Source: an optimization exercise on an open RTL-to-GDS flow (aim: small area and a short achievable clock period). Production flows keep margins and buffers that such runs may drop. Only simulation tests tie the RTL to the original design; equivalence was not proved. Power figures rest on the tool's default switching activity, not on a simulated workload.

Design ArithmeticLogicUnitSystem, start of the top module:
module ArithmeticLogicUnitSystem(
    input wire MuxDSel, IR_Write, IR_LH,
               DR_E, ALU_WF,
               Clock,
    input wire [1:0] MuxASel, MuxBSel, MuxCSel, DR_FunSel,
                     ARF_OutCSel, ARF_OutDSel, ARF_FunSel,
    input wire [2:0] RF_FunSel, RF_OutASel, RF_OutBSel,
                     ARF_RegSel,
    input wire [3:0] RF_RegSel, RF_ScrSel,
    input wire [4:0] ALU_FunSel,
    input wire [7:0] MemOut,
    output wire [15:0] Address,
    output wire [7:0] MemData,
    output wire [31:0] ALUOut,
    output wire Z, C, N, O
);
    wire [255:0] RQ;
    wire [47:0]  AQ;
    wire [31:0]  ALU_A, OutB, DROut, MuxAOut;
    wire [15:0]  OutC, MuxBOut;
    wire [7:0]   IROut;
    wire [3:0]   FlagsOut;
    ArithmeticLogicUnit ALU(.WF(ALU_WF), .FunSel(ALU_FunSel),
                        .A(ALU_A), .B(OutB), .Clock(Clock),
                        .ALUOut(ALUOut), .FlagsOut(FlagsOut));
    RegisterFile RF(.I(MuxAOut), .Clock(Clock), .RegSel(RF_RegSel),
                .ScrSel(RF_ScrSel), .FunSel(RF_FunSel), .Q(RQ));
    AddressRegisterFile ARF(.I(MuxBOut), .Clock(Clock), .RegSel(ARF_RegSel),
                      .FunSel(ARF_FunSel), .Q(AQ));
    DataRegister DR(.I(MemOut), .Clock(Clock), .E(DR_E), .FunSel(DR_FunSel), .DROut(DROut));
    InstructionRegister IR(.I(MemOut), .Clock(Clock), .Write(IR_Write), .LH(IR_LH), .IROut(IROut));
    wire [7:0] selA  = MuxDSel ? 8'b0 : (8'b1 << RF_OutASel);
    wire [7:0] selB  = 8'b1 << RF_OutBSel;
    wire [2:0] selC  = {ARF_OutCSel[1], ARF_OutCSel == 2'b01, ARF_OutCSel == 2'b00};
    wire [2:0] selD  = {ARF_OutDSel[1], ARF_OutDSel == 2'b01, ARF_OutDSel == 2'b00};
    wire [2:0] selAC = MuxDSel ? selC : 3'b0;
    wire [3:0] sMA   = 4'b1 << MuxASel;
    wire [3:0] sMB   = 4'b1 << MuxBSel;
    wire [3:0] sMC   = 4'b1 << MuxCSel;
    genvar i;
    generate
        for (i = 0; i < 32; i = i + 1) begin : rd
  ...
Size in the first run: about 110 I/O pins, roughly 25000 um^2 of cells after synthesis.
==> module AdderPG, before the edit <==
module AdderPG(input wire a, b, sub, output wire p, g);
    wire bx = b ^ sub;
    assign p = a ^ bx;
    assign g = a & bx;
endmodule
export LEC_CHECK = 0
export CAP_MARGIN = 20
export CORE_MARGIN = 2
export CORE_UTILIZATION = 40
export CTS_CLUSTER_DIAMETER = 100
export CTS_CLUSTER_SIZE = 20
export PLACE_DENSITY = 0.6
export SETUP_SLACK_MARGIN = 4.0
export SLEW_MARGIN = 20
export SYNTH_HIERARCHICAL = 1
export SYNTH_MINIMUM_KEEP_SIZE = 0
create_clock -name core_clock -period 12.0 [get_ports {Clock}]
standard.sh (not shown) runs the stock make flow with config.mk's settings and CLKGATE_MAP_FILE= SYNTH_SCRIPT=/design/flow/synth_recipe.tcl, a recipe that flattens the netlist after the stock synthesis.
==> flow/flow/run.sh <==
#!/bin/bash
# Layout flow: the standard flow (standard.sh, all steps unchanged, from
# the standard synthesis to the final layout), with one difference: the
# buffers that the placement step puts on every input and output port are
# sky130_fd_sc_hd__buf_2 cells instead of the resizer's default choice.
# make's full output goes to standard.log in the work folder; ORFS keeps each
# step's own log under orfs/logs.
set -euo pipefail
bash standard.sh "BUFFER_PORTS_ARGS=-buffer_cell sky130_fd_sc_hd__buf_2" finish > standard.log 2>&1
Next try:
--- a/flow/design.v
+++ b/flow/design.v
@@ -353,9 +353,13 @@
     end
 endmodule
 module AdderPG(input wire a, b, sub, output wire p, g);
-    wire bx = b ^ sub;
-    assign p = a ^ bx;
-    assign g = a & bx;
+    wire bx;
+    Xor2 u0(.a(b), .b(sub), .y(bx));
+    Xor2 u1(.a(a), .b(bx), .y(p));
+    And2 u2(.a(a), .b(bx), .y(g));
+endmodule
+module And2(input wire a, b, output wire y);
+    assign y = a & b;
 endmodule
 module AdderPG0(input wire a, b, sub, cin, output wire p, g);
     wire bx = b ^ sub;
Total power increases by 1.0%. Routed wire length increases by 4.2%. Combinational power increases by about 6%. Worst hold slack is worse by 0.0069 ns. Setup slack is better by 0.028 ns. Critical path depth is unchanged. Fmax increases by 0.33%. Clock skew decreases by 0.0042 ns. Area after synthesis increases by 0.31%.

==> separate check: timing with driven ports <==
In the flow no input, the clock included, has a driving cell. The finished layouts below were timed again as built, in two steps. Step 1 (the two cells are an assumption about what drives the block):
set clk [get_ports {Clock}]
set_driving_cell -lib_cell sky130_fd_sc_hd__clkbuf_16 $clk
set_driving_cell -lib_cell sky130_fd_sc_hd__buf_2 [delete_from_list [all_inputs] $clk]
Step 2 also shifts input and output timing later by t, the mid clock arrival at the registers, as if the neighbouring blocks saw the same clock. Three values: no drivers, after step 1, after step 2; two values: the first two.
run | t, ns | slack for setup (ns) | worst setup path at the end | clock arrival spread, ns | slew at the worst register clock pin (ns)
the first run | 0.640 | 3.606 / 3.547 / 3.547 | input to output | 0.032 / 0.032 | 0.10 / 0.10
the second run | 0.639 | 3.633 / 3.449 / 3.449 | input to output | 0.028 / 0.028 | 0.10 / 0.10
After both steps every run listed still meets setup and hold. For the second run, which loses most, drivers alone change the setup slack by -0.184 ns; drivers and shift together by -0.184 ns.
